From an optimization exercise on the open Yosys and OpenROAD flow, aimed at small area and a short achievable clock period; shortcuts taken in it are not production practice.
In this exercise RTL edits were held to simulation tests only and were not proved equivalent to the original.

<file path="flow/design.v">
module processor(clk, rst, i_dataValid, i_packet, o_answer);
  input clk;
  input rst;
  input i_dataValid;
  input [31:0] i_packet;
  output reg [31:0] o_answer;
  reg [6:0] rf;
  reg f;
  wire dir = i_packet[31];
  wire [30:0] v;
  wire [3:0] g;
  gctl uc0 (.vld(i_dataValid), .rst(rst), .g(g[0]));
  gctl uc1 (.vld(i_dataValid), .rst(rst), .g(g[1]));
  gctl uc2 (.vld(i_dataValid), .rst(rst), .g(g[2]));
  gctl uc3 (.vld(i_dataValid), .rst(rst), .g(g[3]));
  gate8 ug0 (.d(i_packet[7:0]), .g(g[0]), .q(v[7:0]));
  gate8 ug1 (.d(i_packet[15:8]), .g(g[1]), .q(v[15:8]));
  gate8 ug2 (.d(i_packet[23:16]), .g(g[2]), .q(v[23:16]));
  gate8 ug3 (.d({1'b0, i_packet[30:24]}), .g(g[3]), .q({nc_unused, v[30:24]}));
  wire nc_unused;
  wire [31:0] a = o_answer;
  wire [6:0] rneg = (rf == 7'd0) ? 7'd0 : 7'd100 - rf;
  wire [6:0] rin1 = f ? rf : rneg;        
  wire [6:0] rin0 = f ? rneg : rf;        
  wire [6:0] rin = dir ? rin1 : rin0;
  wire [9:0] c0 = v[11:2];
  wire [9:0] c1 = v[21:12];
  wire [8:0] c2 = v[30:22];
  wire [9:0] c1n = ~c1;
  wire [8:0] c2n = ~c2;
  wire [2:0] uq = {1'b0, v[1:0]} + {1'b0, rin[1:0]};
  wire cc = uq[2];
  wire ns_1, nc_2;
  fa uns_1 (.a(c0[0]), .b(c1n[0]), .c(c2[0]), .s(ns_1), .co(nc_2));
  wire ns_3, nc_4;
  fa uns_3 (.a(c0[7]), .b(c1n[7]), .c(c2[7]), .s(ns_3), .co(nc_4));
  wire ns_5, nc_6;
  fa uns_5 (.a(rin[2]), .b(cc), .c(ns_1), .s(ns_5), .co(nc_6));
  wire ns_7, nc_8;
  xn2 uns_7 (.a(c0[1]), .b(c1n[1]), .y(ns_7));
  or2m unc_8 (.a(c0[1]), .b(c1n[1]), .y(nc_8));
  wire ns_9, nc_10;
  fa uns_9 (.a(c2[1]), .b(c0[8]), .c(c0[7]), .s(ns_9), .co(nc_10));
  wire ns_11, nc_12;
  fa uns_11 (.a(c1n[8]), .b(c1n[7]), .c(c2[8]), .s(ns_11), .co(nc_12));
  wire ns_13, nc_14;
  fa uns_13 (.a(c2[7]), .b(rin[3]), .c(ns_7), .s(ns_13), .co(nc_14));
  wire ns_15, nc_16;
  fa uns_15 (.a(nc_2), .b(nc_4), .c(ns_9), .s(ns_15), .co(nc_16));
  wire ns_17, nc_18;
  fa uns_17 (.a(ns_11), .b(ns_13), .c(nc_6), .s(ns_17), .co(nc_18));
  wire ns_19, nc_20;
  fa uns_19 (.a(c0[2]), .b(c1n[2]), .c(c2[2]), .s(ns_19), .co(nc_20));
  wire ns_21, nc_22;
  fa uns_21 (.a(c0[9]), .b(c0[8]), .c(c1n[9]), .s(ns_21), .co(nc_22));
  wire ns_23, nc_24;
  fa uns_23 (.a(c1n[8]), .b(c2[8]), .c(rin[4]), .s(ns_23), .co(nc_24));
  wire ns_25, nc_26;
  fa uns_25 (.a(nc_8), .b(nc_10), .c(nc_12), .s(ns_25), .co(nc_26));
  wire ns_27, nc_28;
  fa uns_27 (.a(ns_19), .b(ns_21), .c(ns_23), .s(ns_27), .co(nc_28));
  wire ns_29, nc_30;
  fa uns_29 (.a(nc_14), .b(nc_16), .c(ns_25), .s(ns_29), .co(nc_30));
  wire ns_31, nc_32;
  ha uns_31 (.a(ns_27), .b(nc_18), .s(ns_31), .co(nc_32));
  wire ns_33, nc_34;
  fa uns_33 (.a(c0[3]), .b(c1n[3]), .c(c2[3]), .s(ns_33), .co(nc_34));
  wire ns_35, nc_36;
  fa uns_35 (.a(c0[9]), .b(c1n[9]), .c(rin[5]), .s(ns_35), .co(nc_36));
  wire ns_37, nc_38;
  fa uns_37 (.a(nc_20), .b(nc_22), .c(ns_33), .s(ns_37), .co(nc_38));
  wire ns_39, nc_40;
  fa uns_39 (.a(nc_24), .b(ns_35), .c(nc_26), .s(ns_39), .co(nc_40));
  wire ns_41, nc_42;
  fa uns_41 (.a(ns_37), .b(nc_28), .c(nc_30), .s(ns_41), .co(nc_42));
  wire ns_43, nc_44;
  ha uns_43 (.a(ns_39), .b(nc_32), .s(ns_43), .co(nc_44));
  wire ns_45, nc_46;
  fa uns_45 (.a(c0[4]), .b(c1n[4]), .c(c2[4]), .s(ns_45), .co(nc_46));
  wire ns_47, nc_48;
  fa uns_47 (.a(rin[6]), .b(nc_34), .c(ns_45), .s(ns_47), .co(nc_48));
  wire ns_49, nc_50;
  fa uns_49 (.a(nc_36), .b(nc_38), .c(ns_47), .s(ns_49), .co(nc_50));
  wire ns_51, nc_52;
  fa uns_51 (.a(nc_40), .b(ns_49), .c(nc_42), .s(ns_51), .co(nc_52));
  wire ns_53, nc_54;
  fa uns_53 (.a(c0[5]), .b(c1n[5]), .c(c2[5]), .s(ns_53), .co(nc_54));
  wire ns_55, nc_56;
  fa uns_55 (.a(nc_46), .b(ns_53), .c(nc_48), .s(ns_55), .co(nc_56));
  wire ns_57, nc_58;
  ha uns_57 (.a(nc_50), .b(ns_55), .s(ns_57), .co(nc_58));
  wire ns_59, nc_60;
  fa uns_59 (.a(c0[6]), .b(c1n[6]), .c(c2[6]), .s(ns_59), .co(nc_60));
  wire ns_61, nc_62;
  fa uns_61 (.a(nc_54), .b(ns_59), .c(nc_56), .s(ns_61), .co(nc_62));
  wire ng_63, np_64;
  ha unp_64 (.a(ns_3), .b(ns_5), .s(np_64), .co(ng_63));
  wire ng_65, np_66;
  ha unp_66 (.a(ns_15), .b(ns_17), .s(np_66), .co(ng_65));
  wire ng_67, np_68;
  ha unp_68 (.a(ns_29), .b(ns_31), .s(np_68), .co(ng_67));
  wire ng_69, np_70;
  ha unp_70 (.a(ns_41), .b(ns_43), .s(np_70), .co(ng_69));
  wire ng_71, np_72;
  ha unp_72 (.a(nc_44), .b(ns_51), .s(np_72), .co(ng_71));
  wire ng_73, np_74;
  ha unp_74 (.a(ns_57), .b(nc_52), .s(np_74), .co(ng_73));
  wire ng_75, np_76;
  ha unp_76 (.a(nc_58), .b(ns_61), .s(np_76), .co(ng_75));
  wire ng_77, np_78;
  ha unp_78 (.a(nc_60), .b(nc_62), .s(np_78), .co(ng_77));
  wire nG_79 = ng_65 | (np_66 & ng_63);
  wire nP_80 = np_66 & np_64;
  wire nG_81 = ng_69 | (np_70 & ng_67);
  wire nP_82 = np_70 & np_68;
  wire nG_83 = ng_73 | (np_74 & ng_71);
  wire nP_84 = np_74 & np_72;
  wire nG_85 = ng_77 | (np_78 & ng_75);
  wire nP_86 = np_78 & np_76;
  wire nG_87 = ng_67 | (np_68 & nG_79);
  wire nP_88 = np_68 & nP_80;
  wire nG_89 = nG_81 | (nP_82 & nG_79);
  wire nP_90 = nP_82 & nP_80;
  wire nG_91 = ng_75 | (np_76 & nG_83);
  wire nP_92 = np_76 & nP_84;
  wire nG_93 = nG_85 | (nP_86 & nG_83);
  wire nP_94 = nP_86 & nP_84;
  wire nG_95 = ng_71 | (np_72 & nG_89);
  wire nP_96 = np_72 & nP_90;
  wire nG_97 = nG_83 | (nP_84 & nG_89);
  wire nP_98 = nP_84 & nP_90;
  wire nG_99 = nG_91 | (nP_92 & nG_89);
  wire nP_100 = nP_92 & nP_90;
  wire nG_101 = nG_93 | (nP_94 & nG_89);
  wire nP_102 = nP_94 & nP_90;
  wire no_103;
  xr2 uno_103 (.a(np_66), .b(ng_63), .y(no_103));
  wire no_104;
  xr2 uno_104 (.a(np_68), .b(nG_79), .y(no_104));
  wire no_105;
  xr2 uno_105 (.a(np_70), .b(nG_87), .y(no_105));
  wire no_106;
  xr2 uno_106 (.a(np_72), .b(nG_89), .y(no_106));
  wire no_107;
  xr2 uno_107 (.a(np_74), .b(nG_95), .y(no_107));
  wire no_108;
  xr2 uno_108 (.a(np_76), .b(nG_97), .y(no_108));
  wire no_109;
  xr2 uno_109 (.a(np_78), .b(nG_99), .y(no_109));
  wire [8:0] fp = {nG_101, no_109, no_108, no_107, no_106, no_105, no_104, no_103, np_64};
  wire [4:0] rr;
  ftab utab (.f(fp[8:4]), .rr(rr));
  wire [5:0] s = {1'b0, rr} + {2'b0, fp[3:0]};
  wire [4:0] ry = (s >= 6'd25) ? s[4:0] + 5'd7 : s[4:0];
  wire [6:0] m = {ry, uq[1:0]};
  wire ng_110, np_111;
  ha unp_111 (.a(c1[0]), .b(c2n[0]), .s(np_111), .co(ng_110));
  wire ng_112, np_113;
  ha unp_113 (.a(c1[1]), .b(c2n[1]), .s(np_113), .co(ng_112));
  wire ng_114, np_115;
  ha unp_115 (.a(c1[2]), .b(c2n[2]), .s(np_115), .co(ng_114));
  wire ng_116, np_117;
  ha unp_117 (.a(c1[3]), .b(c2n[3]), .s(np_117), .co(ng_116));
  wire ng_118, np_119;
  ha unp_119 (.a(c1[4]), .b(c2n[4]), .s(np_119), .co(ng_118));
  wire ng_120, np_121;
  ha unp_121 (.a(c1[5]), .b(c2n[5]), .s(np_121), .co(ng_120));
  wire ng_122, np_123;
  ha unp_123 (.a(c1[6]), .b(c2n[6]), .s(np_123), .co(ng_122));
  wire ng_124, np_125;
  ha unp_125 (.a(c1[7]), .b(c2n[7]), .s(np_125), .co(ng_124));
  wire ng_126, np_127;
  ha unp_127 (.a(c1[8]), .b(c2n[8]), .s(np_127), .co(ng_126));
  wire nG_128 = ng_112 | (np_113 & ng_110);
  wire nP_129 = np_113 & np_111;
  wire nG_130 = ng_116 | (np_117 & ng_114);
  wire nP_131 = np_117 & np_115;
  wire nG_132 = ng_120 | (np_121 & ng_118);
  wire nP_133 = np_121 & np_119;
  wire nG_134 = ng_124 | (np_125 & ng_122);
  wire nP_135 = np_125 & np_123;
  wire nG_136 = c1[9] & ng_126;
  wire nP_137 = c1[9] & np_127;
  wire nG_138 = ng_114 | (np_115 & nG_128);
  wire nP_139 = np_115 & nP_129;
  wire nG_140 = nG_130 | (nP_131 & nG_128);
  wire nP_141 = nP_131 & nP_129;
  wire nG_142 = ng_122 | (np_123 & nG_132);
  wire nP_143 = np_123 & nP_133;
  wire nG_144 = nG_134 | (nP_135 & nG_132);
  wire nP_145 = nP_135 & nP_133;
  wire nG_146 = ng_118 | (np_119 & nG_140);
  wire nP_147 = np_119 & nP_141;
  wire nG_148 = nG_132 | (nP_133 & nG_140);
  wire nP_149 = nP_133 & nP_141;
  wire nG_150 = nG_142 | (nP_143 & nG_140);
  wire nP_151 = nP_143 & nP_141;
  wire nG_152 = nG_144 | (nP_145 & nG_140);
  wire nP_153 = nP_145 & nP_141;
  wire nG_154 = ng_126 | (np_127 & nG_152);
  wire nP_155 = np_127 & nP_153;
  wire nG_156 = nG_136 | (nP_137 & nG_152);
  wire nP_157 = nP_137 & nP_153;
  wire no_158 = ~np_111;
  wire nG_159 = ng_110 | np_111;
  wire no_160;
  xr2 uno_160 (.a(np_113), .b(nG_159), .y(no_160));
  wire nG_161 = nG_128 | nP_129;
  wire no_162;
  xr2 uno_162 (.a(np_115), .b(nG_161), .y(no_162));
  wire nG_163 = nG_138 | nP_139;
  wire no_164;
  xr2 uno_164 (.a(np_117), .b(nG_163), .y(no_164));
  wire nG_165 = nG_140 | nP_141;
  wire no_166;
  xr2 uno_166 (.a(np_119), .b(nG_165), .y(no_166));
  wire nG_167 = nG_146 | nP_147;
  wire no_168;
  xr2 uno_168 (.a(np_121), .b(nG_167), .y(no_168));
  wire nG_169 = nG_148 | nP_149;
  wire no_170;
  xr2 uno_170 (.a(np_123), .b(nG_169), .y(no_170));
  wire nG_171 = nG_150 | nP_151;
  wire no_172;
  xr2 uno_172 (.a(np_125), .b(nG_171), .y(no_172));
  wire nG_173 = nG_152 | nP_153;
  wire no_174;
  xr2 uno_174 (.a(np_127), .b(nG_173), .y(no_174));
  wire nG_175 = nG_154 | nP_155;
  wire no_176;
  xr2 uno_176 (.a(c1[9]), .b(nG_175), .y(no_176));
  wire nG_177 = nG_156 | nP_157;
  wire ns_178 = ~no_103;
  wire ns_179, nc_180;
  fa uns_179 (.a(np_64), .b(no_103), .c(no_104), .s(ns_179), .co(nc_180));
  wire ns_181, nc_182;
  fa uns_181 (.a(no_103), .b(no_105), .c(nc_180), .s(ns_181), .co(nc_182));
  wire ns_183, nc_184;
  fa uns_183 (.a(no_104), .b(no_106), .c(nc_182), .s(ns_183), .co(nc_184));
  wire ns_185, nc_186;
  fa uns_185 (.a(no_105), .b(no_107), .c(nG_101), .s(ns_185), .co(nc_186));
  wire ns_187, nc_188;
  ha uns_187 (.a(no_106), .b(no_108), .s(ns_187), .co(nc_188));
  wire ns_189, nc_190;
  xn2 uns_189 (.a(a[0]), .b(c0[7]), .y(ns_189));
  or2m unc_190 (.a(a[0]), .b(c0[7]), .y(nc_190));
  wire ns_191, nc_192;
  fa uns_191 (.a(c1n[7]), .b(c2[7]), .c(ns_189), .s(ns_191), .co(nc_192));
  wire ns_193, nc_194;
  fa uns_193 (.a(no_158), .b(ns_191), .c(no_107), .s(ns_193), .co(nc_194));
  wire ns_195, nc_196;
  ha uns_195 (.a(no_109), .b(nc_188), .s(ns_195), .co(nc_196));
  wire ns_197, nc_198;
  xn2 uns_197 (.a(a[1]), .b(c0[8]), .y(ns_197));
  or2m unc_198 (.a(a[1]), .b(c0[8]), .y(nc_198));
  wire ns_199, nc_200;
  fa uns_199 (.a(c1n[8]), .b(c2[8]), .c(nc_190), .s(ns_199), .co(nc_200));
  wire ns_201, nc_202;
  fa uns_201 (.a(ns_197), .b(no_160), .c(nc_192), .s(ns_201), .co(nc_202));
  wire ns_203, nc_204;
  fa uns_203 (.a(ns_199), .b(ns_201), .c(nG_101), .s(ns_203), .co(nc_204));
  wire ns_205, nc_206;
  fa uns_205 (.a(no_108), .b(nc_194), .c(nc_196), .s(ns_205), .co(nc_206));
  wire ns_207, nc_208;
  xn2 uns_207 (.a(a[2]), .b(c0[9]), .y(ns_207));
  or2m unc_208 (.a(a[2]), .b(c0[9]), .y(nc_208));
  wire ns_209, nc_210;
  fa uns_209 (.a(c0[7]), .b(c1n[9]), .c(c1n[7]), .s(ns_209), .co(nc_210));
  wire ns_211, nc_212;
  fa uns_211 (.a(c2[7]), .b(nc_198), .c(ns_207), .s(ns_211), .co(nc_212));
  wire ns_213, nc_214;
  fa uns_213 (.a(ns_209), .b(nc_200), .c(ns_211), .s(ns_213), .co(nc_214));
  wire ns_215, nc_216;
  fa uns_215 (.a(no_162), .b(nc_202), .c(ns_213), .s(ns_215), .co(nc_216));
  wire ns_217, nc_218;
  fa uns_217 (.a(ns_215), .b(no_109), .c(nc_204), .s(ns_217), .co(nc_218));
  wire ns_219, nc_220;
  fa uns_219 (.a(a[3]), .b(c0[8]), .c(c1n[8]), .s(ns_219), .co(nc_220));
  wire ns_221, nc_222;
  fa uns_221 (.a(c2[8]), .b(nc_208), .c(no_158), .s(ns_221), .co(nc_222));
  wire ns_223, nc_224;
  fa uns_223 (.a(nc_210), .b(ns_219), .c(nc_212), .s(ns_223), .co(nc_224));
  wire ns_225, nc_226;
  fa uns_225 (.a(ns_221), .b(no_164), .c(nc_214), .s(ns_225), .co(nc_226));
  wire ns_227, nc_228;
  fa uns_227 (.a(ns_223), .b(nc_216), .c(ns_225), .s(ns_227), .co(nc_228));
  wire ns_229, nc_230;
  ha uns_229 (.a(ns_227), .b(nG_101), .s(ns_229), .co(nc_230));
  wire ns_231, nc_232;
  xn2 uns_231 (.a(a[4]), .b(c0[9]), .y(ns_231));
  or2m unc_232 (.a(a[4]), .b(c0[9]), .y(nc_232));
  wire ns_233, nc_234;
  fa uns_233 (.a(c1n[9]), .b(ns_231), .c(nc_220), .s(ns_233), .co(nc_234));
  wire ns_235, nc_236;
  fa uns_235 (.a(no_160), .b(nc_222), .c(ns_233), .s(ns_235), .co(nc_236));
  wire ns_237, nc_238;
  fa uns_237 (.a(no_166), .b(nc_224), .c(ns_235), .s(ns_237), .co(nc_238));
  wire ns_239, nc_240;
  fa uns_239 (.a(nc_226), .b(ns_237), .c(nc_228), .s(ns_239), .co(nc_240));
  wire ns_241, nc_242;
  fa uns_241 (.a(a[5]), .b(nc_232), .c(no_158), .s(ns_241), .co(nc_242));
  wire ns_243, nc_244;
  fa uns_243 (.a(no_162), .b(nc_234), .c(ns_241), .s(ns_243), .co(nc_244));
  wire ns_245, nc_246;
  fa uns_245 (.a(no_168), .b(nc_236), .c(ns_243), .s(ns_245), .co(nc_246));
  wire ns_247, nc_248;
  ha uns_247 (.a(nc_238), .b(ns_245), .s(ns_247), .co(nc_248));
  wire ns_249, nc_250;
  xn2 uns_249 (.a(a[6]), .b(no_160), .y(ns_249));
  or2m unc_250 (.a(a[6]), .b(no_160), .y(nc_250));
  wire ns_251, nc_252;
  fa uns_251 (.a(nc_242), .b(ns_249), .c(no_164), .s(ns_251), .co(nc_252));
  wire ns_253, nc_254;
  fa uns_253 (.a(no_170), .b(nc_244), .c(ns_251), .s(ns_253), .co(nc_254));
  wire ns_255, nc_256;
  ha uns_255 (.a(nc_246), .b(ns_253), .s(ns_255), .co(nc_256));
  wire ns_257, nc_258;
  xn2 uns_257 (.a(a[7]), .b(no_162), .y(ns_257));
  or2m unc_258 (.a(a[7]), .b(no_162), .y(nc_258));
  wire ns_259, nc_260;
  fa uns_259 (.a(nc_250), .b(no_166), .c(ns_257), .s(ns_259), .co(nc_260));
  wire ns_261, nc_262;
  fa uns_261 (.a(no_172), .b(nc_252), .c(ns_259), .s(ns_261), .co(nc_262));
  wire ns_263, nc_264;
  ha uns_263 (.a(nc_254), .b(ns_261), .s(ns_263), .co(nc_264));
  wire ns_265, nc_266;
  xn2 uns_265 (.a(a[8]), .b(no_164), .y(ns_265));
  or2m unc_266 (.a(a[8]), .b(no_164), .y(nc_266));
  wire ns_267, nc_268;
  fa uns_267 (.a(nc_258), .b(no_174), .c(no_168), .s(ns_267), .co(nc_268));
  wire ns_269, nc_270;
  fa uns_269 (.a(ns_265), .b(nc_260), .c(ns_267), .s(ns_269), .co(nc_270));
  wire ns_271, nc_272;
  ha uns_271 (.a(nc_262), .b(ns_269), .s(ns_271), .co(nc_272));
  wire ns_273, nc_274;
  fa uns_273 (.a(a[9]), .b(no_166), .c(no_170), .s(ns_273), .co(nc_274));
  wire ns_275, nc_276;
  fa uns_275 (.a(nc_266), .b(no_176), .c(nc_268), .s(ns_275), .co(nc_276));
  wire ns_277, nc_278;
  fa uns_277 (.a(ns_273), .b(nc_270), .c(ns_275), .s(ns_277), .co(nc_278));
  wire ns_279, nc_280;
  xn2 uns_279 (.a(a[10]), .b(c2[0]), .y(ns_279));
  or2m unc_280 (.a(a[10]), .b(c2[0]), .y(nc_280));
  wire ns_281, nc_282;
  fa uns_281 (.a(ns_279), .b(nG_177), .c(no_172), .s(ns_281), .co(nc_282));
  wire ns_283, nc_284;
  fa uns_283 (.a(no_168), .b(nc_274), .c(ns_281), .s(ns_283), .co(nc_284));
  wire ns_285, nc_286;
  ha uns_285 (.a(nc_276), .b(ns_283), .s(ns_285), .co(nc_286));
  wire ns_287, nc_288;
  xn2 uns_287 (.a(a[11]), .b(c2[1]), .y(ns_287));
  or2m unc_288 (.a(a[11]), .b(c2[1]), .y(nc_288));
  wire ns_289, nc_290;
  fa uns_289 (.a(nc_280), .b(ns_287), .c(no_174), .s(ns_289), .co(nc_290));
  wire ns_291, nc_292;
  fa uns_291 (.a(no_170), .b(nc_282), .c(ns_289), .s(ns_291), .co(nc_292));
  wire ns_293, nc_294;
  ha uns_293 (.a(nc_284), .b(ns_291), .s(ns_293), .co(nc_294));
  wire ns_295, nc_296;
  fa uns_295 (.a(a[12]), .b(c2[2]), .c(nc_288), .s(ns_295), .co(nc_296));
  wire ns_297, nc_298;
  fa uns_297 (.a(ns_295), .b(no_172), .c(no_176), .s(ns_297), .co(nc_298));
  wire ns_299, nc_300;
  fa uns_299 (.a(nc_290), .b(ns_297), .c(nc_292), .s(ns_299), .co(nc_300));
  wire ns_301, nc_302;
  xn2 uns_301 (.a(a[13]), .b(c2[0]), .y(ns_301));
  or2m unc_302 (.a(a[13]), .b(c2[0]), .y(nc_302));
  wire ns_303, nc_304;
  fa uns_303 (.a(c2[3]), .b(ns_301), .c(nc_296), .s(ns_303), .co(nc_304));
  wire ns_305, nc_306;
  fa uns_305 (.a(ns_303), .b(nG_177), .c(no_174), .s(ns_305), .co(nc_306));
  wire ns_307, nc_308;
  ha uns_307 (.a(ns_305), .b(nc_298), .s(ns_307), .co(nc_308));
  wire ns_309, nc_310;
  fa uns_309 (.a(a[14]), .b(c2[1]), .c(c2[4]), .s(ns_309), .co(nc_310));
  wire ns_311, nc_312;
  fa uns_311 (.a(nc_302), .b(ns_309), .c(nc_304), .s(ns_311), .co(nc_312));
  wire ns_313, nc_314;
  fa uns_313 (.a(no_176), .b(ns_311), .c(nc_306), .s(ns_313), .co(nc_314));
  wire ns_315, nc_316;
  xn2 uns_315 (.a(a[15]), .b(c2[0]), .y(ns_315));
  or2m unc_316 (.a(a[15]), .b(c2[0]), .y(nc_316));
  wire ns_317, nc_318;
  fa uns_317 (.a(c2[2]), .b(c2[5]), .c(ns_315), .s(ns_317), .co(nc_318));
  wire ns_319, nc_320;
  fa uns_319 (.a(nc_310), .b(ns_317), .c(nG_177), .s(ns_319), .co(nc_320));
  wire ns_321, nc_322;
  ha uns_321 (.a(nc_312), .b(ns_319), .s(ns_321), .co(nc_322));
  wire ns_323, nc_324;
  xn2 uns_323 (.a(a[16]), .b(c2[1]), .y(ns_323));
  or2m unc_324 (.a(a[16]), .b(c2[1]), .y(nc_324));
  wire ns_325, nc_326;
  fa uns_325 (.a(c2[3]), .b(c2[6]), .c(nc_316), .s(ns_325), .co(nc_326));
  wire ns_327, nc_328;
  fa uns_327 (.a(ns_323), .b(nc_318), .c(ns_325), .s(ns_327), .co(nc_328));
  wire ns_329, nc_330;
  ha uns_329 (.a(ns_327), .b(nc_320), .s(ns_329), .co(nc_330));
  wire ns_331, nc_332;
  xn2 uns_331 (.a(a[17]), .b(c2[2]), .y(ns_331));
  or2m unc_332 (.a(a[17]), .b(c2[2]), .y(nc_332));
  wire ns_333, nc_334;
  fa uns_333 (.a(c2[4]), .b(c2[7]), .c(nc_324), .s(ns_333), .co(nc_334));
  wire ns_335, nc_336;
  fa uns_335 (.a(ns_331), .b(nc_326), .c(ns_333), .s(ns_335), .co(nc_336));
  wire ns_337, nc_338;
  ha uns_337 (.a(nc_328), .b(ns_335), .s(ns_337), .co(nc_338));
  wire ns_339, nc_340;
  xn2 uns_339 (.a(a[18]), .b(c2[3]), .y(ns_339));
  or2m unc_340 (.a(a[18]), .b(c2[3]), .y(nc_340));
  wire ns_341, nc_342;
  fa uns_341 (.a(c2[5]), .b(c2[8]), .c(nc_332), .s(ns_341), .co(nc_342));
  wire ns_343, nc_344;
  fa uns_343 (.a(ns_339), .b(nc_334), .c(ns_341), .s(ns_343), .co(nc_344));
  wire ns_345, nc_346;
  ha uns_345 (.a(nc_336), .b(ns_343), .s(ns_345), .co(nc_346));
  wire ns_347, nc_348;
  xn2 uns_347 (.a(a[19]), .b(c2[4]), .y(ns_347));
  or2m unc_348 (.a(a[19]), .b(c2[4]), .y(nc_348));
  wire ns_349, nc_350;
  fa uns_349 (.a(c2[6]), .b(nc_340), .c(ns_347), .s(ns_349), .co(nc_350));
  wire ns_351, nc_352;
  fa uns_351 (.a(nc_342), .b(ns_349), .c(nc_344), .s(ns_351), .co(nc_352));
  wire ns_353, nc_354;
  xn2 uns_353 (.a(a[20]), .b(c2[5]), .y(ns_353));
  or2m unc_354 (.a(a[20]), .b(c2[5]), .y(nc_354));
  wire ns_355, nc_356;
  fa uns_355 (.a(c2[7]), .b(nc_348), .c(ns_353), .s(ns_355), .co(nc_356));
  wire ns_357, nc_358;
  ha uns_357 (.a(nc_350), .b(ns_355), .s(ns_357), .co(nc_358));
  wire ns_359, nc_360;
  xn2 uns_359 (.a(a[21]), .b(c2[6]), .y(ns_359));
  or2m unc_360 (.a(a[21]), .b(c2[6]), .y(nc_360));
  wire ns_361, nc_362;
  fa uns_361 (.a(c2[8]), .b(nc_354), .c(ns_359), .s(ns_361), .co(nc_362));
  wire ns_363, nc_364;
  ha uns_363 (.a(nc_356), .b(ns_361), .s(ns_363), .co(nc_364));
  wire ns_365, nc_366;
  xn2 uns_365 (.a(a[22]), .b(c2[7]), .y(ns_365));
  or2m unc_366 (.a(a[22]), .b(c2[7]), .y(nc_366));
  wire ns_367, nc_368;
  fa uns_367 (.a(nc_360), .b(ns_365), .c(nc_362), .s(ns_367), .co(nc_368));
  wire ns_369, nc_370;
  xn2 uns_369 (.a(a[23]), .b(c2[8]), .y(ns_369));
  or2m unc_370 (.a(a[23]), .b(c2[8]), .y(nc_370));
  wire ns_371, nc_372;
  ha uns_371 (.a(nc_366), .b(ns_369), .s(ns_371), .co(nc_372));
  wire ns_373, nc_374;
  xn2 uns_373 (.a(a[24]), .b(nc_370), .y(ns_373));
  or2m unc_374 (.a(a[24]), .b(nc_370), .y(nc_374));
  wire ns_375 = ~a[25];
  wire ns_376 = ~a[26];
  wire ns_377 = ~a[27];
  wire ns_378 = ~a[28];
  wire ns_379 = ~a[29];
  wire ns_380 = ~a[30];
  wire ns_381 = ~a[31];
  wire ng_382, np_383;
  ha unp_383 (.a(np_64), .b(no_105), .s(np_383), .co(ng_382));
  wire ng_384, np_385;
  ha unp_385 (.a(ns_178), .b(no_106), .s(np_385), .co(ng_384));
  wire ng_386, np_387;
  ha unp_387 (.a(ns_179), .b(no_107), .s(np_387), .co(ng_386));
  wire ng_388, np_389;
  ha unp_389 (.a(ns_181), .b(no_108), .s(np_389), .co(ng_388));
  wire ng_390, np_391;
  ha unp_391 (.a(no_109), .b(ns_183), .s(np_391), .co(ng_390));
  wire ng_392, np_393;
  ha unp_393 (.a(nc_184), .b(ns_185), .s(np_393), .co(ng_392));
  wire ng_394, np_395;
  ha unp_395 (.a(ns_187), .b(nc_186), .s(np_395), .co(ng_394));
  wire ng_396, np_397;
  ha unp_397 (.a(ns_193), .b(ns_195), .s(np_397), .co(ng_396));
  wire ng_398, np_399;
  ha unp_399 (.a(ns_203), .b(ns_205), .s(np_399), .co(ng_398));
  wire ng_400, np_401;
  ha unp_401 (.a(nc_206), .b(ns_217), .s(np_401), .co(ng_400));
  wire ng_402, np_403;
  ha unp_403 (.a(ns_229), .b(nc_218), .s(np_403), .co(ng_402));
  wire ng_404, np_405;
  ha unp_405 (.a(ns_239), .b(nc_230), .s(np_405), .co(ng_404));
  wire ng_406, np_407;
  ha unp_407 (.a(ns_247), .b(nc_240), .s(np_407), .co(ng_406));
  wire ng_408, np_409;
  ha unp_409 (.a(nc_248), .b(ns_255), .s(np_409), .co(ng_408));
  wire ng_410, np_411;
  ha unp_411 (.a(nc_256), .b(ns_263), .s(np_411), .co(ng_410));
  wire ng_412, np_413;
  ha unp_413 (.a(nc_264), .b(ns_271), .s(np_413), .co(ng_412));
  wire ng_414, np_415;
  ha unp_415 (.a(nc_272), .b(ns_277), .s(np_415), .co(ng_414));
  wire ng_416, np_417;
  ha unp_417 (.a(ns_285), .b(nc_278), .s(np_417), .co(ng_416));
  wire ng_418, np_419;
  ha unp_419 (.a(nc_286), .b(ns_293), .s(np_419), .co(ng_418));
  wire ng_420, np_421;
  ha unp_421 (.a(nc_294), .b(ns_299), .s(np_421), .co(ng_420));
  wire ng_422, np_423;
  ha unp_423 (.a(ns_307), .b(nc_300), .s(np_423), .co(ng_422));
  wire ng_424, np_425;
  ha unp_425 (.a(nc_308), .b(ns_313), .s(np_425), .co(ng_424));
  wire ng_426, np_427;
  ha unp_427 (.a(ns_321), .b(nc_314), .s(np_427), .co(ng_426));
  wire ng_428, np_429;
  ha unp_429 (.a(nc_322), .b(ns_329), .s(np_429), .co(ng_428));
  wire ng_430, np_431;
  ha unp_431 (.a(ns_337), .b(nc_330), .s(np_431), .co(ng_430));
  wire ng_432, np_433;
  ha unp_433 (.a(nc_338), .b(ns_345), .s(np_433), .co(ng_432));
  wire ng_434, np_435;
  ha unp_435 (.a(nc_346), .b(ns_351), .s(np_435), .co(ng_434));
  wire ng_436, np_437;
  ha unp_437 (.a(ns_357), .b(nc_352), .s(np_437), .co(ng_436));
  wire ng_438, np_439;
  ha unp_439 (.a(nc_358), .b(ns_363), .s(np_439), .co(ng_438));
  wire ng_440, np_441;
  ha unp_441 (.a(nc_364), .b(ns_367), .s(np_441), .co(ng_440));
  wire ng_442, np_443;
  ha unp_443 (.a(ns_371), .b(nc_368), .s(np_443), .co(ng_442));
  wire ng_444, np_445;
  ha unp_445 (.a(ns_373), .b(nc_372), .s(np_445), .co(ng_444));
  wire ng_446, np_447;
  ha unp_447 (.a(ns_375), .b(nc_374), .s(np_447), .co(ng_446));
  wire ng_448, np_449;
  ha unp_449 (.a(a[25]), .b(ns_376), .s(np_449), .co(ng_448));
  wire ng_450, np_451;
  ha unp_451 (.a(a[26]), .b(ns_377), .s(np_451), .co(ng_450));
  wire ng_452, np_453;
  ha unp_453 (.a(a[27]), .b(ns_378), .s(np_453), .co(ng_452));
  wire ng_454, np_455;
  ha unp_455 (.a(a[28]), .b(ns_379), .s(np_455), .co(ng_454));
  wire ng_456, np_457;
  ha unp_457 (.a(a[29]), .b(ns_380), .s(np_457), .co(ng_456));
  wire ng_458, np_459;
  ha unp_459 (.a(a[30]), .b(ns_381), .s(np_459), .co(ng_458));
  wire nG_460 = ng_384 | (np_385 & ng_382);
  wire nP_461 = np_385 & np_383;
  wire nG_462 = ng_388 | (np_389 & ng_386);
  wire nP_463 = np_389 & np_387;
  wire nG_464 = ng_392 | (np_393 & ng_390);
  wire nP_465 = np_393 & np_391;
  wire nG_466 = ng_396 | (np_397 & ng_394);
  wire nP_467 = np_397 & np_395;
  wire nG_468 = ng_400 | (np_401 & ng_398);
  wire nP_469 = np_401 & np_399;
  wire nG_470 = ng_404 | (np_405 & ng_402);
  wire nP_471 = np_405 & np_403;
  wire nG_472 = ng_408 | (np_409 & ng_406);
  wire nP_473 = np_409 & np_407;
  wire nG_474 = ng_412 | (np_413 & ng_410);
  wire nP_475 = np_413 & np_411;
  wire nG_476 = ng_416 | (np_417 & ng_414);
  wire nP_477 = np_417 & np_415;
  wire nG_478 = ng_420 | (np_421 & ng_418);
  wire nP_479 = np_421 & np_419;
  wire nG_480 = ng_424 | (np_425 & ng_422);
  wire nP_481 = np_425 & np_423;
  wire nG_482 = ng_428 | (np_429 & ng_426);
  wire nP_483 = np_429 & np_427;
  wire nG_484 = ng_432 | (np_433 & ng_430);
  wire nP_485 = np_433 & np_431;
  wire nG_486 = ng_436 | (np_437 & ng_434);
  wire nP_487 = np_437 & np_435;
  wire nG_488 = ng_440 | (np_441 & ng_438);
  wire nP_489 = np_441 & np_439;
  wire nG_490 = ng_444 | (np_445 & ng_442);
  wire nP_491 = np_445 & np_443;
  wire nG_492 = ng_448 | (np_449 & ng_446);
  wire nP_493 = np_449 & np_447;
  wire nG_494 = ng_452 | (np_453 & ng_450);
  wire nP_495 = np_453 & np_451;
  wire nG_496 = ng_456 | (np_457 & ng_454);
  wire nP_497 = np_457 & np_455;
  wire nG_498 = ng_386 | (np_387 & nG_460);
  wire nP_499 = np_387 & nP_461;
  wire nG_500 = nG_462 | (nP_463 & nG_460);
  wire nP_501 = nP_463 & nP_461;
  wire nG_502 = ng_394 | (np_395 & nG_464);
  wire nP_503 = np_395 & nP_465;
  wire nG_504 = nG_466 | (nP_467 & nG_464);
  wire nP_505 = nP_467 & nP_465;
  wire nG_506 = ng_402 | (np_403 & nG_468);
  wire nP_507 = np_403 & nP_469;
  wire nG_508 = nG_470 | (nP_471 & nG_468);
  wire nP_509 = nP_471 & nP_469;
  wire nG_510 = ng_410 | (np_411 & nG_472);
  wire nP_511 = np_411 & nP_473;
  wire nG_512 = nG_474 | (nP_475 & nG_472);
  wire nP_513 = nP_475 & nP_473;
  wire nG_514 = ng_418 | (np_419 & nG_476);
  wire nP_515 = np_419 & nP_477;
  wire nG_516 = nG_478 | (nP_479 & nG_476);
  wire nP_517 = nP_479 & nP_477;
  wire nG_518 = ng_426 | (np_427 & nG_480);
  wire nP_519 = np_427 & nP_481;
  wire nG_520 = nG_482 | (nP_483 & nG_480);
  wire nP_521 = nP_483 & nP_481;
  wire nG_522 = ng_434 | (np_435 & nG_484);
  wire nP_523 = np_435 & nP_485;
  wire nG_524 = nG_486 | (nP_487 & nG_484);
  wire nP_525 = nP_487 & nP_485;
  wire nG_526 = ng_442 | (np_443 & nG_488);
  wire nP_527 = np_443 & nP_489;
  wire nG_528 = nG_490 | (nP_491 & nG_488);
  wire nP_529 = nP_491 & nP_489;
  wire nG_530 = ng_450 | (np_451 & nG_492);
  wire nP_531 = np_451 & nP_493;
  wire nG_532 = nG_494 | (nP_495 & nG_492);
  wire nP_533 = nP_495 & nP_493;
  wire nG_534 = ng_458 | (np_459 & nG_496);
  wire nP_535 = np_459 & nP_497;
  wire nG_536 = ng_390 | (np_391 & nG_500);
  wire nP_537 = np_391 & nP_501;
  wire nG_538 = nG_464 | (nP_465 & nG_500);
  wire nP_539 = nP_465 & nP_501;
  wire nG_540 = nG_502 | (nP_503 & nG_500);
  wire nP_541 = nP_503 & nP_501;
  wire nG_542 = nG_504 | (nP_505 & nG_500);
  wire nP_543 = nP_505 & nP_501;
  wire nG_544 = ng_406 | (np_407 & nG_508);
  wire nP_545 = np_407 & nP_509;
  wire nG_546 = nG_472 | (nP_473 & nG_508);
  wire nP_547 = nP_473 & nP_509;
  wire nG_548 = nG_510 | (nP_511 & nG_508);
  wire nP_549 = nP_511 & nP_509;
  wire nG_550 = nG_512 | (nP_513 & nG_508);
  wire nP_551 = nP_513 & nP_509;
  wire nG_552 = ng_422 | (np_423 & nG_516);
  wire nP_553 = np_423 & nP_517;
  wire nG_554 = nG_480 | (nP_481 & nG_516);
  wire nP_555 = nP_481 & nP_517;
  wire nG_556 = nG_518 | (nP_519 & nG_516);
  wire nP_557 = nP_519 & nP_517;
  wire nG_558 = nG_520 | (nP_521 & nG_516);
  wire nP_559 = nP_521 & nP_517;
  wire nG_560 = ng_438 | (np_439 & nG_524);
  wire nP_561 = np_439 & nP_525;
  wire nG_562 = nG_488 | (nP_489 & nG_524);
  wire nP_563 = nP_489 & nP_525;
  wire nG_564 = nG_526 | (nP_527 & nG_524);
  wire nP_565 = nP_527 & nP_525;
  wire nG_566 = nG_528 | (nP_529 & nG_524);
  wire nP_567 = nP_529 & nP_525;
  wire nG_568 = ng_454 | (np_455 & nG_532);
  wire nP_569 = np_455 & nP_533;
  wire nG_570 = nG_496 | (nP_497 & nG_532);
  wire nP_571 = nP_497 & nP_533;
  wire nG_572 = nG_534 | (nP_535 & nG_532);
  wire nP_573 = nP_535 & nP_533;
  wire nG_574 = ng_398 | (np_399 & nG_542);
  wire nP_575 = np_399 & nP_543;
  wire nG_576 = nG_468 | (nP_469 & nG_542);
  wire nP_577 = nP_469 & nP_543;
  wire nG_578 = nG_506 | (nP_507 & nG_542);
  wire nP_579 = nP_507 & nP_543;
  wire nG_580 = nG_508 | (nP_509 & nG_542);
  wire nP_581 = nP_509 & nP_543;
  wire nG_582 = nG_544 | (nP_545 & nG_542);
  wire nP_583 = nP_545 & nP_543;
  wire nG_584 = nG_546 | (nP_547 & nG_542);
  wire nP_585 = nP_547 & nP_543;
  wire nG_586 = nG_548 | (nP_549 & nG_542);
  wire nP_587 = nP_549 & nP_543;
  wire nG_588 = nG_550 | (nP_551 & nG_542);
  wire nP_589 = nP_551 & nP_543;
  wire nG_590 = ng_430 | (np_431 & nG_558);
  wire nP_591 = np_431 & nP_559;
  wire nG_592 = nG_484 | (nP_485 & nG_558);
  wire nP_593 = nP_485 & nP_559;
  wire nG_594 = nG_522 | (nP_523 & nG_558);
  wire nP_595 = nP_523 & nP_559;
  wire nG_596 = nG_524 | (nP_525 & nG_558);
  wire nP_597 = nP_525 & nP_559;
  wire nG_598 = nG_560 | (nP_561 & nG_558);
  wire nP_599 = nP_561 & nP_559;
  wire nG_600 = nG_562 | (nP_563 & nG_558);
  wire nP_601 = nP_563 & nP_559;
  wire nG_602 = nG_564 | (nP_565 & nG_558);
  wire nP_603 = nP_565 & nP_559;
  wire nG_604 = nG_566 | (nP_567 & nG_558);
  wire nP_605 = nP_567 & nP_559;
  wire nG_606 = ng_414 | (np_415 & nG_588);
  wire nP_607 = np_415 & nP_589;
  wire nG_608 = nG_476 | (nP_477 & nG_588);
  wire nP_609 = nP_477 & nP_589;
  wire nG_610 = nG_514 | (nP_515 & nG_588);
  wire nP_611 = nP_515 & nP_589;
  wire nG_612 = nG_516 | (nP_517 & nG_588);
  wire nP_613 = nP_517 & nP_589;
  wire nG_614 = nG_552 | (nP_553 & nG_588);
  wire nP_615 = nP_553 & nP_589;
  wire nG_616 = nG_554 | (nP_555 & nG_588);
  wire nP_617 = nP_555 & nP_589;
  wire nG_618 = nG_556 | (nP_557 & nG_588);
  wire nP_619 = nP_557 & nP_589;
  wire nG_620 = nG_558 | (nP_559 & nG_588);
  wire nP_621 = nP_559 & nP_589;
  wire nG_622 = nG_590 | (nP_591 & nG_588);
  wire nP_623 = nP_591 & nP_589;
  wire nG_624 = nG_592 | (nP_593 & nG_588);
  wire nP_625 = nP_593 & nP_589;
  wire nG_626 = nG_594 | (nP_595 & nG_588);
  wire nP_627 = nP_595 & nP_589;
  wire nG_628 = nG_596 | (nP_597 & nG_588);
  wire nP_629 = nP_597 & nP_589;
  wire nG_630 = nG_598 | (nP_599 & nG_588);
  wire nP_631 = nP_599 & nP_589;
  wire nG_632 = nG_600 | (nP_601 & nG_588);
  wire nP_633 = nP_601 & nP_589;
  wire nG_634 = nG_602 | (nP_603 & nG_588);
  wire nP_635 = nP_603 & nP_589;
  wire nG_636 = nG_604 | (nP_605 & nG_588);
  wire nP_637 = nP_605 & nP_589;
  wire nG_638 = ng_446 | (np_447 & nG_636);
  wire nP_639 = np_447 & nP_637;
  wire nG_640 = nG_492 | (nP_493 & nG_636);
  wire nP_641 = nP_493 & nP_637;
  wire nG_642 = nG_530 | (nP_531 & nG_636);
  wire nP_643 = nP_531 & nP_637;
  wire nG_644 = nG_532 | (nP_533 & nG_636);
  wire nP_645 = nP_533 & nP_637;
  wire nG_646 = nG_568 | (nP_569 & nG_636);
  wire nP_647 = nP_569 & nP_637;
  wire nG_648 = nG_570 | (nP_571 & nG_636);
  wire nP_649 = nP_571 & nP_637;
  wire nG_650 = nG_572 | (nP_573 & nG_636);
  wire nP_651 = nP_573 & nP_637;
  wire no_652;
  xr2 uno_652 (.a(np_397), .b(nG_540), .y(no_652));
  wire no_653;
  xr2 uno_653 (.a(np_399), .b(nG_542), .y(no_653));
  wire no_654;
  xr2 uno_654 (.a(np_401), .b(nG_574), .y(no_654));
  wire no_655;
  xr2 uno_655 (.a(np_403), .b(nG_576), .y(no_655));
  wire no_656;
  xr2 uno_656 (.a(np_405), .b(nG_578), .y(no_656));
  wire no_657;
  xr2 uno_657 (.a(np_407), .b(nG_580), .y(no_657));
  wire no_658;
  xr2 uno_658 (.a(np_409), .b(nG_582), .y(no_658));
  wire no_659;
  xr2 uno_659 (.a(np_411), .b(nG_584), .y(no_659));
  wire no_660;
  xr2 uno_660 (.a(np_413), .b(nG_586), .y(no_660));
  wire no_661;
  xr2 uno_661 (.a(np_415), .b(nG_588), .y(no_661));
  wire no_662;
  xr2 uno_662 (.a(np_417), .b(nG_606), .y(no_662));
  wire no_663;
  xr2 uno_663 (.a(np_419), .b(nG_608), .y(no_663));
  wire no_664;
  xr2 uno_664 (.a(np_421), .b(nG_610), .y(no_664));
  wire no_665;
  xr2 uno_665 (.a(np_423), .b(nG_612), .y(no_665));
  wire no_666;
  xr2 uno_666 (.a(np_425), .b(nG_614), .y(no_666));
  wire no_667;
  xr2 uno_667 (.a(np_427), .b(nG_616), .y(no_667));
  wire no_668;
  xr2 uno_668 (.a(np_429), .b(nG_618), .y(no_668));
  wire no_669;
  xr2 uno_669 (.a(np_431), .b(nG_620), .y(no_669));
  wire no_670;
  xr2 uno_670 (.a(np_433), .b(nG_622), .y(no_670));
  wire no_671;
  xr2 uno_671 (.a(np_435), .b(nG_624), .y(no_671));
  wire no_672;
  xr2 uno_672 (.a(np_437), .b(nG_626), .y(no_672));
  wire no_673;
  xr2 uno_673 (.a(np_439), .b(nG_628), .y(no_673));
  wire no_674;
  xr2 uno_674 (.a(np_441), .b(nG_630), .y(no_674));
  wire no_675;
  xr2 uno_675 (.a(np_443), .b(nG_632), .y(no_675));
  wire no_676;
  xr2 uno_676 (.a(np_445), .b(nG_634), .y(no_676));
  wire no_677;
  xr2 uno_677 (.a(np_447), .b(nG_636), .y(no_677));
  wire no_678;
  xr2 uno_678 (.a(np_449), .b(nG_638), .y(no_678));
  wire no_679;
  xr2 uno_679 (.a(np_451), .b(nG_640), .y(no_679));
  wire no_680;
  xr2 uno_680 (.a(np_453), .b(nG_642), .y(no_680));
  wire no_681;
  xr2 uno_681 (.a(np_455), .b(nG_644), .y(no_681));
  wire no_682;
  xr2 uno_682 (.a(np_457), .b(nG_646), .y(no_682));
  wire no_683;
  xr2 uno_683 (.a(np_459), .b(nG_648), .y(no_683));
  wire [31:0] sum = {no_683, no_682, no_681, no_680, no_679, no_678, no_677, no_676, no_675, no_674, no_673, no_672, no_671, no_670, no_669, no_668, no_667, no_666, no_665, no_664, no_663, no_662, no_661, no_660, no_659, no_658, no_657, no_656, no_655, no_654, no_653, no_652};
  always @(posedge clk) begin
    o_answer <= rst ? 32'd0 : sum;
    rf <= rst ? 7'd50 : m;
    f <= dir;
  end
endmodule
module ftab(input [4:0] f, output [4:0] rr);
  assign rr[0] = (f == 5'd2) | (f == 5'd3) | (f == 5'd5) | (f == 5'd6) | (f == 5'd8) | (f == 5'd9) | (f == 5'd11) | (f == 5'd12) | (f == 5'd15) | (f == 5'd18) | (f == 5'd21) | (f == 5'd24) | (f == 5'd27) | (f == 5'd28) | (f == 5'd30) | (f == 5'd31);
  assign rr[1] = (f == 5'd2) | (f == 5'd3) | (f == 5'd4) | (f == 5'd8) | (f == 5'd9) | (f == 5'd10) | (f == 5'd15) | (f == 5'd16) | (f == 5'd17) | (f == 5'd21) | (f == 5'd22) | (f == 5'd23) | (f == 5'd27) | (f == 5'd28) | (f == 5'd29);
  assign rr[2] = (f == 5'd2) | (f == 5'd3) | (f == 5'd4) | (f == 5'd5) | (f == 5'd6) | (f == 5'd7) | (f == 5'd15) | (f == 5'd16) | (f == 5'd17) | (f == 5'd18) | (f == 5'd19) | (f == 5'd20) | (f == 5'd27) | (f == 5'd28) | (f == 5'd29) | (f == 5'd30) | (f == 5'd31);
  assign rr[3] = (f == 5'd4) | (f == 5'd7) | (f == 5'd10) | (f == 5'd13) | (f == 5'd14) | (f == 5'd15) | (f == 5'd18) | (f == 5'd21) | (f == 5'd24) | (f == 5'd29);
  assign rr[4] = (f == 5'd1) | (f == 5'd3) | (f == 5'd6) | (f == 5'd9) | (f == 5'd12) | (f == 5'd14) | (f == 5'd17) | (f == 5'd20) | (f == 5'd23) | (f == 5'd26) | (f == 5'd28) | (f == 5'd31);
endmodule
module gctl(input vld, input rst, output g);
  assign g = vld & ~rst;
endmodule
module gate8(input [7:0] d, input g, output [7:0] q);
  assign q = d & {8{g}};
endmodule
module fa(input a, input b, input c, output s, output co);
  assign s = a ^ b ^ c;
  assign co = (a & b) | (a & c) | (b & c);
endmodule
module ao21(input a, input b, input c, output y);
  assign y = a | (b & c);
endmodule
module xn2(input a, input b, output y);
  assign y = ~(a ^ b);
endmodule
module or2m(input a, input b, output y);
  assign y = a | b;
endmodule
module an2(input a, input b, output y);
  assign y = a & b;
endmodule
module xr2(input a, input b, output y);
  assign y = a ^ b;
endmodule
module ha(input a, input b, output s, output co);
  assign s = a ^ b;
  assign co = a & b;
endmodule
</file>
<file path="flow/flow/run.sh">
#!/bin/bash
# Standard layout, with plain buf_1 cells as the buffers that every input and output port gets,
# and timing repair asked to keep 26 ns of setup slack (a 16 ns path) so that the resizer
# buffers and sizes the critical path instead of leaving minimum-size gates on it.
set -euo pipefail
export BUFFER_PORTS_ARGS="-buffer_cell sky130_fd_sc_hd__buf_1"
export SETUP_SLACK_MARGIN=26
bash standard.sh > standard.log 2>&1
</file>
<file path="flow/standard.sh">
#!/bin/bash
# synth_recipe.tcl (not shown) runs the flow's synth.tcl, then flattens the netlist and writes it again
# the make line also repeats each setting of config.mk as NAME=value (left out here)
make -C /OpenROAD-flow-scripts/flow DESIGN_CONFIG=/design/flow/config.mk WORK_HOME=/design/flow/orfs CLKGATE_MAP_FILE= SYNTH_SCRIPT=/design/flow/synth_recipe.tcl "${@:-finish}"
</file>
<file path="flow/config.mk">
export PLATFORM = sky130hd
export DESIGN_NAME = processor
export DESIGN_NICKNAME = processor
export VERILOG_FILES = /design/flow/design.v
export SDC_FILE = /design/flow/constraint.sdc
export NUM_CORES = 4
export LEC_CHECK = 0
export CAP_MARGIN = 20
export CORE_MARGIN = 2
export CORE_UTILIZATION = 60
export SLEW_MARGIN = 20
export SYNTH_HIERARCHICAL = 1
</file>
<file path="flow/constraint.sdc">
create_clock -name core_clock -period 42.0 [get_ports {clk}]
set_input_delay 8.4000 -clock core_clock [delete_from_list [all_inputs] [get_ports {clk}]]
set_output_delay 8.4000 -clock core_clock [all_outputs]
set_load 0.01 [all_outputs]
</file>
==> notes.md, run 1 <==
GRT Overall Usage 26.4%; final core occ 66.9%; Fin. Hold Viols 0; vias per inst 5.52; crit end category flip-flop; Finished Cell Area 6910 um2; Place WS 25520 ps; Crit path arrival time 15880 ps; status complete, no violations; Pre-antenna DRT Iters 4; Die X 107 um; Crit Path Max Fanout 43; mean routed wirelength per cell 16.5 um; antenna fix cells 0; Detail Placement HPWL 11.6 mm; Worst Clk Skew 5.32 ps; unrepaired setup endpoints after global routing no; Mean Syn Cell Area 10.2 um2; routed vias 4575; largest net degree at the start of global routing 44; Fmax 0.0638 GHz; DRC 0; htree depth 2; antenna violations before repair 0; final slew viol count 0; Routability Congestion 0.877; I/O Pins 67; core footprint 10300 um2; R2R setup slack 34160 ps; clk buf depth 2; TritonCTS Buffers 5; die area 11400 um2; Fin Setup TNS 0 ps; Critical Path Source Type primary input; number of port buffers 66; Ys Warns 7; HP Class reg2reg; Cells on Worst Hold Path 4; drt initial violations 242; CTS root buffer clkbuf_8; vias in the first global route 4856; area grow syn2layout 8.74%; Mapped Nets 831; register area 801 um2; total gr overflow 0; Final setup viols 0; Row Count 37; fin crit share 37.3%; first-pass GRT wire length 23.3 mm; HP Start o_answer[31]; Worst R2R Start rf[4]; WHS Endpoint o_answer[31]; proportion of layout cells with a drive suffix above 1 6.64%; worst skew pair latency 310 ps; Syn Std Cell Area 6350 um2; initial core utilization 61.6%; fill count 869; Req. time, crit path 42200 ps; Post-Synthesis Cells 622; fin nets 901; crit path kind in2reg; max-cap viol count 0; CTS tree yes; clk sink count 40; Multi-input gate area 5340 um2; Final ANT Viol Nets 0; Total Wirelength 13.7 mm; Rel. slew slack 58.4%; R2R depth 29; clock-pin transition on the worst setup and hold timing paths 80 ps; Tmin final 15680 ps; Post-Place Cell Area 6730 um2; fin worst setup slack 26320 ps; Least-Margin Pin Slew 621 ps; Chip Height 107 um; FF-to-FF End o_answer[31]
## cells in the final DEF, fill, tap and decap left out, types with 27 or more instances in the layout
cell	count
buf_1	65
inv_1	44
xor2_1	49
nor2b_1	35
dfxtp_1	40
a21o_1	38
and2_1	27
fa_1	90
ha_1	84
xnor2_1	29
## flip-flops by register name, summed over array words and instances (netlist names)
| signal | flops |
|---|---|
| o_answer | 32 |
| rf | 7 |
| f | 1 |
## worst max-delay path by stage
stage	end	slack [ps]	cells past startpoint	from
2_1_floorplan	o_answer[31]	26580	29	i_packet[31]
3_3_place_gp	o_answer[31]	25700	27	rst
3_5_place_dp	o_answer[31]	25520	27	rst
4_1_cts	o_answer[31]	26000	27	rst
5_1_grt	o_answer[31]	26010	27	rst
6_report	o_answer[31]	26320	27	rst
## repair_timing
action | in CTS | in global routing
endpoints found under the setup margin | 3 | 14
hold buffers | 0 | 0
setup buffers | 0 | 3
pin swaps | 0 | 1
gates resized for setup | 4 | 12
## area by class of cell
type	count	share of cell area, %
multi-input combinational	525	77.3
timing repair buffer	74	4.58
inverter	46	2.50
sequential	40	11.6
clock inverter	2	0.507
clock buffer	6	1.05
tap	136	2.46
## worst max-delay path, stage by stage
cell and delay (ps):
clkbuf_2 90, buf_8 290, nor2b_4 100, and2_1 280, fa_1 470, fa_1 460
fa_1 410, fa_1 380, fa_1 440, ha_1 310, a21o_1 190, a21o_1 200
a21o_1 210, a21o_4 300, fa_1 400, fa_1 440, ha_1 360, a21oi_1 170
o21ai_0 120, a221oi_1 320, a21bo_4 310, a31o_2 270, a31o_2 280, a31oi_2 230
o21ai_0 140, xor2_1 170, nor2b_1 120
## metal layers
metal | global-route usage, % | up-vias | wire length (um)
met5 | 0 | - | 0
met4 | 6.96 | 0 | 240
met3 | 3.83 | 16 | 336
met2 | 45.1 | 76 | 6850
met1 | 35.4 | 2259 | 6240
li1 | - | 2224 | -
## metrics by stage
stage / instances / hold WS (ps)
6_report: 829 / 696
5_1_grt: 829 / 759
4_1_cts: 826 / 702
3_5_place_dp: 818 / 690
3_3_place_gp: 818 / 687
2_1_floorplan: 622 / 684
==> run 2: changes to the inputs <==
--- a/flow/config.mk
+++ b/flow/config.mk
@@ -8,5 +8,5 @@
 export CAP_MARGIN = 20
 export CORE_MARGIN = 2
-export CORE_UTILIZATION = 60
+export CORE_UTILIZATION = 70
 export SLEW_MARGIN = 20
 export SYNTH_HIERARCHICAL = 1
==> notes.md, run 2 <==
status complete, no violations; antenna violations before repair 0 (unchanged); most frequent cells in the layout fa_1, ha_1, buf_1, xor2_1, inv_1; GR Util met3 5.69% (+1.9 points); die area 9860 um2 (-14%); CP dominant cell by count fa_1; proportion of layout cells with a drive suffix above 1 7.08% (+0.44 points); Detail Placement HPWL 11.5 mm (-1.1%); unrepaired setup endpoints after global routing no; Critical Path Max Stage Delay 480 ps (about the same); Pre-antenna DRT Iters 4 (unchanged); CTS root buffer clkbuf_8; GRT Overall Usage 30.0% (+3.6 points); htree depth 2 (unchanged); area grow syn2layout 8.92%; crit path kind in2reg; Post-Synthesis Cells 622 (unchanged); DRC 0 (unchanged); number of port buffers 66 (unchanged); critical path endpoint o_answer[31]; clk sink count 40 (unchanged); worst skew pair latency 300 ps (about the same); Final setup viols 0 (unchanged); CTS tree yes; clock-pin transition on the worst setup and hold timing paths 80 ps (about the same); most common cell after layout, fill and taps aside fa_1; R2R setup slack 34160 ps (about the same); crit end category flip-flop; M2 GR Usage 51.2% (+6.1 points); Largest Register o_answer; Chip Height 99.3 um (-7.1%); mean routed wirelength per cell 17.2 um (+4.4%); vias per inst 5.81 (+5.3%); Syn Std Cell Area 6350 um2 (unchanged); slowest cell on the critical path fa_1; Worst Setup SP rst; Rel. slew slack 60.6% (+2.2 points); R2R depth 29 (unchanged); fin nets 900 (-0.11%); Total Wirelength 13.8 mm (+0.75%); Die X 99.3 um (-7.1%); Least-Margin Pin Slew 589 ps (-32.6 ps); Fmax 0.0635 GHz (-0.36%); Routability Congestion 0.897 (+2.3%); WP depth 27 (unchanged); initial core utilization 72.5% (+11 points); register area 801 um2 (unchanged); buffer and inverter count on the worst path 2 (unchanged); Largest register FFs 32 (unchanged); largest net degree at the start of global routing 44 (unchanged); first-pass GRT wire length 23.3 mm (+0.21%); final core occ 79.0% (+12 points); Row Count 34 (-8.1%); Req. time, crit path 42180 ps (-20 ps); Critical Path Source Type primary input; drt initial violations 148 (-39%); Tmin final 15740 ps (+56.7 ps); Worst R2R Start rf[4]; biggest regs o_answer: 32 flops, rf: 7 flops, f: 1 flops; Mean Syn Cell Area 10.2 um2 (unchanged); Mapped Nets 831 (unchanged); Worst Clk Skew 8.70 ps (+3.38 ps); clk buf depth 2 (unchanged); Multi-input gate area 5350 um2 (about the same); FF-to-FF End o_answer[31]; fill count 597 (-31%); GR peak layer met2; antenna fix cells 0 (unchanged); Crit Path Max Fanout 43 (unchanged); Fin. Hold Viols 0 (unchanged); vias in the first global route 5036 (+3.7%); Hold-fix buffers, CTS 0 (unchanged); final slew viol count 0 (unchanged); Ys Warns 7 (unchanged); Fin Setup TNS 0 ps (unchanged); fin crit share 37.5% (+0.14 points); TritonCTS Buffers 5 (unchanged); routed vias 4651 (+1.7%); delay-heaviest family, CP adder cells; max-cap viol count 0 (unchanged); HP Class reg2reg; M1 GR Usage 37.8% (+2.4 points); I/O Pins 67 (unchanged); Crit path arrival time 15920 ps (+40 ps); total gr overflow 0 (unchanged); Final ANT Viol Nets 0 (unchanged); core footprint 8760 um2 (-15%)
-- run 2: worst min-delay path, delay by kind of cell (launching register included) --
family	cells	cell delay, ps
flip-flops	1	320
XOR/XNOR	1	60
adder cells (fa/ha/maj)	1	130
AND/OR/NAND/NOR	1	120
buffers and inverters	1	50
-- run 2: worst min path at each step --
stage | startpoint | endpoint | slack (ps) | cells after the start
5_1_grt | o_answer[31] | o_answer[31] | 770 | 4
3_3_place_gp | o_answer[31] | o_answer[31] | 690 | 4
2_1_floorplan | rf[0] | rf[0] | 680 | 4
4_1_cts | o_answer[31] | o_answer[31] | 720 | 4
6_report | o_answer[31] | o_answer[31] | 720 | 4
3_5_place_dp | o_answer[31] | o_answer[31] | 710 | 4
-- run 2: routing by layer --
| layer | share of wire, % | vias to the layer above | routed length (um) |
|---|---|---|---|
| met3 | 5.1 | 39 | 701 |
| met4 | 3.4 | 0 | 464 |
| li1 | - | 2231 | - |
| met1 | 42 | 2233 | 5760 |
| met2 | 50 | 148 | 6830 |
| met5 | 0 | - | 0 |
-- run 2: final cells by class --
type | instances | share of cell area [%]
clock buffers | 5 | 0.994
flip-flops and latches | 40 | 11.6
well taps | 108 | 1.95
repair buffers | 73 | 4.46
multi-input cells | 525 | 77.2
clock inverters | 3 | 1.30
inverters | 46 | 2.49
-- run 2: repair_timing --
item                                    4_1_cts  5_1_grt
setup buffers                                 0        2
endpoints found under the hold margin         0        0
pin swaps                                     0        1
endpoints found under the setup margin        5        7
resized for setup                             6       12
-- run 2: through the flow --
step                worst slack (ps)  cell area, um2  hold WS [ps]  instances
floorplan                      26580            6350           684        622
global placement               25750            6700           686        790
detailed placement             25450            6700           705        790
CTS                            26020            6870           717        798
global route                   26010            6920           765        800
finish                         26260            6920           715        800
==> run 3: changes to the inputs <==
==> flow/flow/run.sh (replaced) <==
#!/bin/bash
# Standard layout, with plain buf_1 cells (instead of the default delay buffers) as the
# buffers that every input and output port gets.
set -euo pipefail
export BUFFER_PORTS_ARGS="-buffer_cell sky130_fd_sc_hd__buf_1"
bash standard.sh > standard.log 2>&1
--- a/flow/config.mk
+++ b/flow/config.mk
@@ -8,5 +8,5 @@
 export CAP_MARGIN = 20
 export CORE_MARGIN = 2
-export CORE_UTILIZATION = 70
+export CORE_UTILIZATION = 60
 export SLEW_MARGIN = 20
 export SYNTH_HIERARCHICAL = 1
==> notes.md, run 3 <==
Final setup viols 0 (unchanged); Detail Placement HPWL 11.6 mm (+1.1%); final slew viol count 0 (unchanged); Req. time, crit path 42190 ps (about the same); most common cell after layout, fill and taps aside fa_1; GRT Overall Usage 26.4% (-3.6 points); DRC 0 (unchanged); Ys Warns 7 (unchanged); Chip Height 107 um (+7.7%); Mean Syn Cell Area 10.2 um2 (unchanged); Total Wirelength 13.6 mm (-1.0%); unrepaired setup endpoints after global routing no; Worst R2R Start f; drt initial violations 213 (+44%); antenna violations before repair 0 (unchanged); FF-to-FF End o_answer[31]; TritonCTS Buffers 5 (unchanged); Largest register FFs 32 (unchanged); Die X 107 um (+7.7%); Largest Register o_answer; HP Start o_answer[31]; fill count 879 (+47%); proportion of layout cells with a drive suffix above 1 4.64% (-2.4 points); CTS tree yes; CTS resizes 0 (-6); Post-Synthesis Cells 622 (unchanged); Final ANT Viol Nets 0 (unchanged); Post-Place Cells 818 (+3.5%); number of port buffers 66 (unchanged); status complete, no violations; Hold-fix buffers, CTS 0 (unchanged); antenna fix cells 0 (unchanged); largest net degree at the start of global routing 44 (unchanged); post-CTS setup buffer count 0 (unchanged); Worst Clk Skew 4.65 ps (-4.05 ps); clk sink count 40 (unchanged); Rel. slew slack 57.2% (-3.4 points); fin crit share 38.4% (+0.92 points); total gr overflow 0 (unchanged); non-filler cells, final 826 (+3.3%); crit path kind in2reg; vias per inst 5.53 (-4.9%); WHS Endpoint o_answer[31]; routed vias 4566 (-1.8%); vias in the first global route 4859 (-3.5%); Critical Path Source Type primary input; Fin. Hold Viols 0 (unchanged); I/O Pins 67 (unchanged); Crit path arrival time 16310 ps (+390 ps); CTS root buffer clkbuf_8; Syn Std Cell Area 6350 um2 (unchanged); Fmax 0.0620 GHz (-2.4%); Routability Congestion 0.877 (-2.2%); worst skew pair latency 310 ps (about the same); die area 11400 um2 (+16%); biggest regs o_answer: 32 flops, rf: 7 flops, f: 1 flops; htree depth 2 (unchanged); Crit Path Max Fanout 43 (unchanged); Row Count 37 (+8.8%); core footprint 10300 um2 (+18%); R2R depth 29 (unchanged); most frequent cells in the layout fa_1, ha_1, buf_1, xor2_1, inv_1; clock-pin transition on the worst setup and hold timing paths 80 ps (about the same); clk buf depth 2 (unchanged); Finished Cell Area 6840 um2 (-1.2%); fin nets 898 (-0.22%); HP Class reg2reg; Post-Place Cell Area 6730 um2 (+0.52%); Worst Setup SP rst; Tmin final 16120 ps (+384 ps); area grow syn2layout 7.62%; register area 801 um2 (unchanged); max-cap viol count 0 (unchanged); mean routed wirelength per cell 16.5 um (-4.2%); Fin Setup TNS 0 ps (unchanged); crit end category flip-flop; first-pass GRT wire length 23.3 mm (-0.15%); Multi-input gate area 5300 um2 (-0.82%); Pre-antenna DRT Iters 4 (unchanged); Hold Slack 695 ps (-20.0 ps); Least-Margin Pin Slew 639 ps (+50.6 ps); initial core utilization 61.6% (-11 points); R2R setup slack 33790 ps (-370 ps); Cells on Worst Hold Path 4 (unchanged); Mapped Nets 831 (unchanged)
## run 3: worst max-delay path by stage
stage,end,slack [ps],depth (start not counted)
floorplan,o_answer[31],26580,29
global placement,o_answer[31],25700,27
detailed placement,o_answer[31],25520,27
CTS,o_answer[31],25850,27
global route,o_answer[31],25420,27
finish,o_answer[31],25880,27
## run 3: metal layers
metal  share of wire, %  GRT usage (%)
met4                1.8           6.96
met2                 50           45.1
met5                  0              0
met1                 45           35.4
met3                3.5           3.83
## run 3: cell type report
| cell class | count | share of cell area [%] |
|---|---|---|
| multi-input cells | 525 | 77.5 |
| inverters | 46 | 2.52 |
| clock inverters | 2 | 0.512 |
| clock buffers | 6 | 1.06 |
| well taps | 136 | 2.49 |
| flip-flops and latches | 40 | 11.7 |
| repair buffers | 71 | 4.19 |
## run 3: metrics by stage
stage | setup slack (ps) | utilization [%]
after floorplan | 26580 | -
after global placement | 25700 | 65.2
after detailed placement | 25520 | 65.2
after CTS | 25850 | 66.2
after global routing | 25420 | 66.2
final | 25880 | 66.2
## run 3: worst max-delay path: stages
cell	delay [ps]
clkbuf_2	80
buf_4	290
nor2b_4	240
and2_1	410
fa_1	490
fa_1	400
fa_1	410
fa_1	380
fa_1	440
ha_1	310
a21o_1	190
a21o_1	200
a21o_1	200
a21o_1	410
fa_1	480
fa_1	440
ha_1	350
a21oi_1	160
o21ai_0	120
a221oi_1	280
a21bo_2	340
a31o_2	280
a31o_2	270
a31oi_1	250
o21ai_0	160
xor2_1	170
nor2b_1	120

-- re-timing with driven ports --
Ports are ideal in the flow. The routed layouts listed here were re-timed in OpenROAD.
Step 1 assumes that a clkbuf_16 drives the clock port and a buf_2 every other input.
Step 2, shift: input delay + t, output delay - t, t = (earliest + latest rising clock arrival at the registers) / 2. This alone moves slack from input paths to output paths.
Slacks: no drivers / after step 1 / after step 2; pairs: no drivers / after step 1.
| run | t (ns) | slack for setup (ns) | worst hold slack (ns) | worst slew at a driven data input, ns | cell pins on the clock port's net |
|---|---|---|---|---|---|
| run 1 | 0.345 | 26.318 / 26.328 / 25.984 | 0.696 / 0.696 / 0.696 | 0.04 | 1 |
| run 2 | 0.330 | 26.261 / 26.273 / 25.944 | 0.715 / 0.715 / 0.715 | 0.04 | 1 |
| run 3 | 0.344 | 25.877 / 25.889 / 25.546 | 0.695 / 0.695 / 0.695 | 0.04 | 1 |
After both steps setup and hold are still met in every run listed. The setup slack of run 1, which loses most, moves by +0.010 ns with the drivers and by -0.334 ns with both steps.
